This is an optimization exercise on Yosys and OpenROAD, whose aim is small area, not a production implementation.
The RTL was checked by simulation tests, not by an equivalence proof against the original design.

==> flow/design.v <==
module WSG_8CH
(
	input			 CLK24M,
	input			 RESET,
	input	 [5:0] ADDR,
	input  [7:0] DATA,
	input			 WE,
	input			 SND_ENABLE,
	output [7:0] WAVE_AD,
	input  [3:0] WAVE_DT,
	output [7:0] SOUT
);
integer i;
genvar  g;
reg	[4:0] cd;
reg	[2:0] cr;
reg	[2:0] phase;
wire	step   = (cd == 5'd18) & (cr == 3'd2);
wire	step_o = step & (phase == 3'd3);
wire	cr_w   = (cr == 3'd6);
always @( posedge CLK24M ) begin
	if ( RESET | step ) begin
		cd <= 5'd0;
		cr <= 3'd1;
	end
	else begin
		cd <= cd + { 4'h0, cr_w };
		cr <= cr_w ? 3'd0 : cr + 3'd1;
	end
	phase <= RESET ? 3'd0 : phase + { 2'b0, step };
end
wire	[2:0] m1 = cr;
wire	ld_s   = step & ~RESET;
wire	hold_s = ~step & ~RESET;
wire	[2:0] k   = phase + ~ADDR[5:3];		 
wire	      isq = &k;
wire	[3:0] x   = { 1'b0, m1 } + { 1'b0, k[1:0], k[2] };	 
wire	[2:0] sm  = x[2:0] + { 2'b0, x[3] };			 
wire	      s0  = (sm == 3'd0) | (sm == 3'd7);
reg	[7:0] dest;
always @* begin
	dest = 8'h0;
	if ( isq )
		dest[step ? 0 : 7] = 1'b1;
	else if ( s0 )
		dest[step ? 7 : 0] = 1'b1;
	else
		dest[sm] = 1'b1;
end
wire	[3:0] fsel = { ADDR[2:0] == 3'h6, ADDR[2:0] == 3'h5, ADDR[2:0] == 3'h4, ADDR[2:0] == 3'h3 };
wire	[7:0] d = DATA;
wire	      we_n = WE & ~RESET;
wire	[26:0] wd = { d[6:4], d[3:0], d, d, d[3:0] };
wire	[3:0] fw = fsel & {4{we_n}};
reg	[26:0] wen [0:7];
reg	[26:0] hld [0:7];
wire	[3:0] wf [0:7];
wire	[3:0] hf [0:7];
generate for ( g = 0; g < 8; g = g + 1 ) begin : wctl
	wsg_wctl u_wctl ( .sel(dest[g]), .fw(fw), .rst(RESET), .w(wf[g]), .h(hf[g]) );
end endgenerate
always @* begin
	for ( i = 0; i < 8; i = i + 1 ) begin
		wen[i] = { {7{wf[i][3]}}, {8{wf[i][2]}}, {8{wf[i][1]}}, {4{wf[i][0]}} };
		hld[i] = { {7{hf[i][3]}}, {8{hf[i][2]}}, {8{hf[i][1]}}, {4{hf[i][0]}} };
	end
end
reg  [26:0] rg [0:6];		 
reg  [19:0] ac [0:6];		 
reg  [26:0] Rg;
reg  [19:0] Ra;
reg         first;		 
wire [19:0] fq = Rg[23:4];
wire [3:0]  vq = Rg[3:0];
wire [2:0]  fvq = Rg[26:24];
wire [26:0] rg_d [0:6];
wire [26:0] Rg_d;
wsg_sel3 #(27) u_rg0 ( .a(wen[0]), .x(wd), .b(hld[0] & {27{step}}), .y(Rg),
                       .c(hld[0] & {27{~step}}), .z(rg[6]), .o(rg_d[0]) );
generate for ( g = 1; g < 7; g = g + 1 ) begin : rgs
	wsg_sel2 #(27) u_rg ( .a(wen[g]), .x(wd), .b(hld[g]), .y(rg[g-1]), .o(rg_d[g]) );
end endgenerate
wsg_sel3 #(27) u_rgR ( .a(wen[7]), .x(wd), .b(hld[7] & {27{step}}), .y(rg[6]),
                       .c(hld[7] & {27{~step}}), .z(Rg), .o(Rg_d) );
always @( posedge CLK24M ) begin
	for ( i = 0; i < 7; i = i + 1 )
		rg[i] <= rg_d[i];
	Rg <= Rg_d;
end
wire [19:0] sum;
wire [20:0] sc;
assign sc[0] = 1'b0;
generate for ( g = 0; g < 20; g = g + 1 ) begin : radd
	assign sum[g]  = Ra[g] ^ fq[g] ^ sc[g];
	assign sc[g+1] = (Ra[g] & fq[g]) | (sc[g] & (Ra[g] ^ fq[g]));
end endgenerate
wire        ld_r = ld_s & ~first;
wire [19:0] ac0_d, Ra_d;
wsg_sel2 #(20) u_ac0 ( .a({20{step}}), .x(sum), .b({20{~step}}), .y(ac[6]), .o(ac0_d) );
wsg_sel2 #(20) u_Ra  ( .a({20{ld_r}}), .x(ac[6]), .b({20{hold_s}}), .y(Ra), .o(Ra_d) );
always @( posedge CLK24M ) begin
	ac[0] <= ac0_d;
	for ( i = 1; i < 7; i = i + 1 )
		ac[i] <= ac[i-1];
	Ra    <= Ra_d;
	first <= RESET | (first & ~(step & (phase == 3'd6)));
end
reg   [7:0] wa;
reg   [3:0] wm;		 
reg   [3:0] f;
reg   [6:0] ot, o;
reg   [6:0] so;
wire        it = (wm != 4'h0);
wire  [4:0] fs = { 1'b0, f } + { 1'b0, WAVE_DT };
wire  [6:0] ot_inc = ot + { 6'h0, it & fs[4] };
wire  [3:0] wm_dec = wm - { 3'h0, it };
wire  [3:0] wm_n = (fq != 20'h0) ? vq : 4'h0;
wire        p7 = step & (phase == 3'd7);
wire        ld_o = p7 & ~RESET;
wire        hold_o = ~p7 & ~RESET;
wire        ld_so = step_o & ~RESET;
wire        hold_so = ~step_o & ~RESET;
wire  [7:0] wa_d;
wire  [3:0] wm_d;
wire  [6:0] o_d, so_d;
wsg_sel2 #(8) u_wa ( .a({8{ld_s}}), .x({ fvq, Ra[19:15] }), .b({8{hold_s}}), .y(wa), .o(wa_d) );
wsg_sel2 #(4) u_wm ( .a({4{ld_s}}), .x(wm_n), .b({4{hold_s}}), .y(wm_dec), .o(wm_d) );
wsg_sel2 #(7) u_o  ( .a({7{ld_o}}), .x(ot), .b({7{hold_o}}), .y(o), .o(o_d) );
wsg_sel2 #(7) u_so ( .a({7{ld_so & SND_ENABLE}}), .x(o), .b({7{hold_so}}), .y(so), .o(so_d) );
assign WAVE_AD = wa;
assign SOUT    = { so, 1'b0 };
always @( posedge CLK24M ) begin
	f  <= {4{it}} & fs[3:0];
	ot <= {7{hold_o}} & ot_inc;
	o  <= o_d;
	wm <= wm_d;
	wa <= wa_d;
	so <= so_d;
end
endmodule
module wsg_sel2 #( parameter W = 1 )
(
	input  [W-1:0] a, x, b, y,
	output [W-1:0] o
);
assign o = (a & x) | (b & y);
endmodule
module wsg_sel3 #( parameter W = 1 )
(
	input  [W-1:0] a, x, b, y, c, z,
	output [W-1:0] o
);
assign o = (a & x) | (b & y) | (c & z);
endmodule
module wsg_wctl
(
	input        sel,
	input  [3:0] fw,
	input        rst,
	output [3:0] w,
	output [3:0] h
);
assign w = fw & {4{sel}};
assign h = ~(w | {4{rst}});
endmodule
Settings: LEC_CHECK=0, CAP_MARGIN=0, CORE_MARGIN=2, CORE_UTILIZATION=40, SLEW_MARGIN=0, SYNTH_HIERARCHICAL=1; clock period 10.0 ns.
standard.sh (not shown) runs the stock make flow with config.mk's settings and CLKGATE_MAP_FILE= SYNTH_SCRIPT=/design/flow/synth_recipe.tcl, a recipe that flattens the netlist after the stock synthesis.
==> flow/flow/run.sh <==
#!/bin/bash
# Layout flow: the standard ORFS flow (standard.sh), unchanged synthesis,
# with a smaller clock tree (clkbuf_4 sink clusters of up to 10, no dummy
# loads) and minimum-size buffers on the input and output ports.
set -euo pipefail
CTS="-sink_clustering_enable -repair_clock_nets -dont_use_dummy_load -buf_list sky130_fd_sc_hd__clkbuf_4 -sink_clustering_size 10 -sink_clustering_max_diameter 60"
BP="-inputs -outputs -buffer_cell sky130_fd_sc_hd__buf_1"
bash standard.sh synth > synth.log 2>&1
bash standard.sh "CTS_ARGS=$CTS" "BUFFER_PORTS_ARGS=$BP" finish > layout.log 2>&1
Edit:
--- a/flow/design.v
+++ b/flow/design.v
@@ -49,22 +49,16 @@
 end
 wire	[3:0] fsel = { ADDR[2:0] == 3'h6, ADDR[2:0] == 3'h5, ADDR[2:0] == 3'h4, ADDR[2:0] == 3'h3 };
 wire	[7:0] d = DATA;
 wire	      we_n = WE & ~RESET;
 wire	[26:0] wd = { d[6:4], d[3:0], d, d, d[3:0] };
-wire	[3:0] fw = fsel & {4{we_n}};
 reg	[26:0] wen [0:7];
 reg	[26:0] hld [0:7];
-wire	[3:0] wf [0:7];
-wire	[3:0] hf [0:7];
-generate for ( g = 0; g < 8; g = g + 1 ) begin : wctl
-	wsg_wctl u_wctl ( .sel(dest[g]), .fw(fw), .rst(RESET), .w(wf[g]), .h(hf[g]) );
-end endgenerate
 always @* begin
 	for ( i = 0; i < 8; i = i + 1 ) begin
-		wen[i] = { {7{wf[i][3]}}, {8{wf[i][2]}}, {8{wf[i][1]}}, {4{wf[i][0]}} };
-		hld[i] = { {7{hf[i][3]}}, {8{hf[i][2]}}, {8{hf[i][1]}}, {4{hf[i][0]}} };
+		wen[i] = { {7{fsel[3]}}, {8{fsel[2]}}, {8{fsel[1]}}, {4{fsel[0]}} } & {27{we_n & dest[i]}};
+		hld[i] = ~wen[i] & {27{~RESET}};
 	end
 end
 reg  [26:0] rg [0:6];		 
 reg  [19:0] ac [0:6];		 
 reg  [26:0] Rg;
@@ -150,16 +144,5 @@
 	input  [W-1:0] a, x, b, y, c, z,
 	output [W-1:0] o
 );
 assign o = (a & x) | (b & y) | (c & z);
 endmodule
-module wsg_wctl
-(
-	input        sel,
-	input  [3:0] fw,
-	input        rst,
-	output [3:0] w,
-	output [3:0] h
-);
-assign w = fw & {4{sel}};
-assign h = ~(w | {4{rst}});
-endmodule
After rerunning: Die area is higher by 1.2%. Final cell count goes up by 0.38%. Sequential share of layout area decreases by 0.15 points. Hold slack improved by 0.025 ns. Non-clock buffer count went down by 9.

re-timing with driven ports:
How much do the figures lean on ideal ports? The routed layouts below were timed once more, with nothing changed but the port constraints. Step 1 sets driving cells, clkbuf_16 on the clock port and buf_2 on the other inputs (assumed; they add their load-dependent delay and slew). Step 2, shift: input delay + t, output delay - t, t = (earliest + latest rising clock arrival at the registers) / 2. This alone moves slack from input paths to output paths. Three values: no drivers, after step 1, after step 2; two values: the first two.
run	t, ns	setup slack, ns	hold slack, ns	clock arrival spread, ns	worst register clock-pin slew, ns
the first run	0.700	1.703 / 1.703 / 1.703	0.285 / 0.285 / 0.285	0.072 / 0.072	0.11 / 0.11
the second run	0.712	1.754 / 1.754 / 1.754	0.309 / 0.309 / 0.309	0.107 / 0.106	0.12 / 0.12
After both steps every run listed still meets setup and hold.
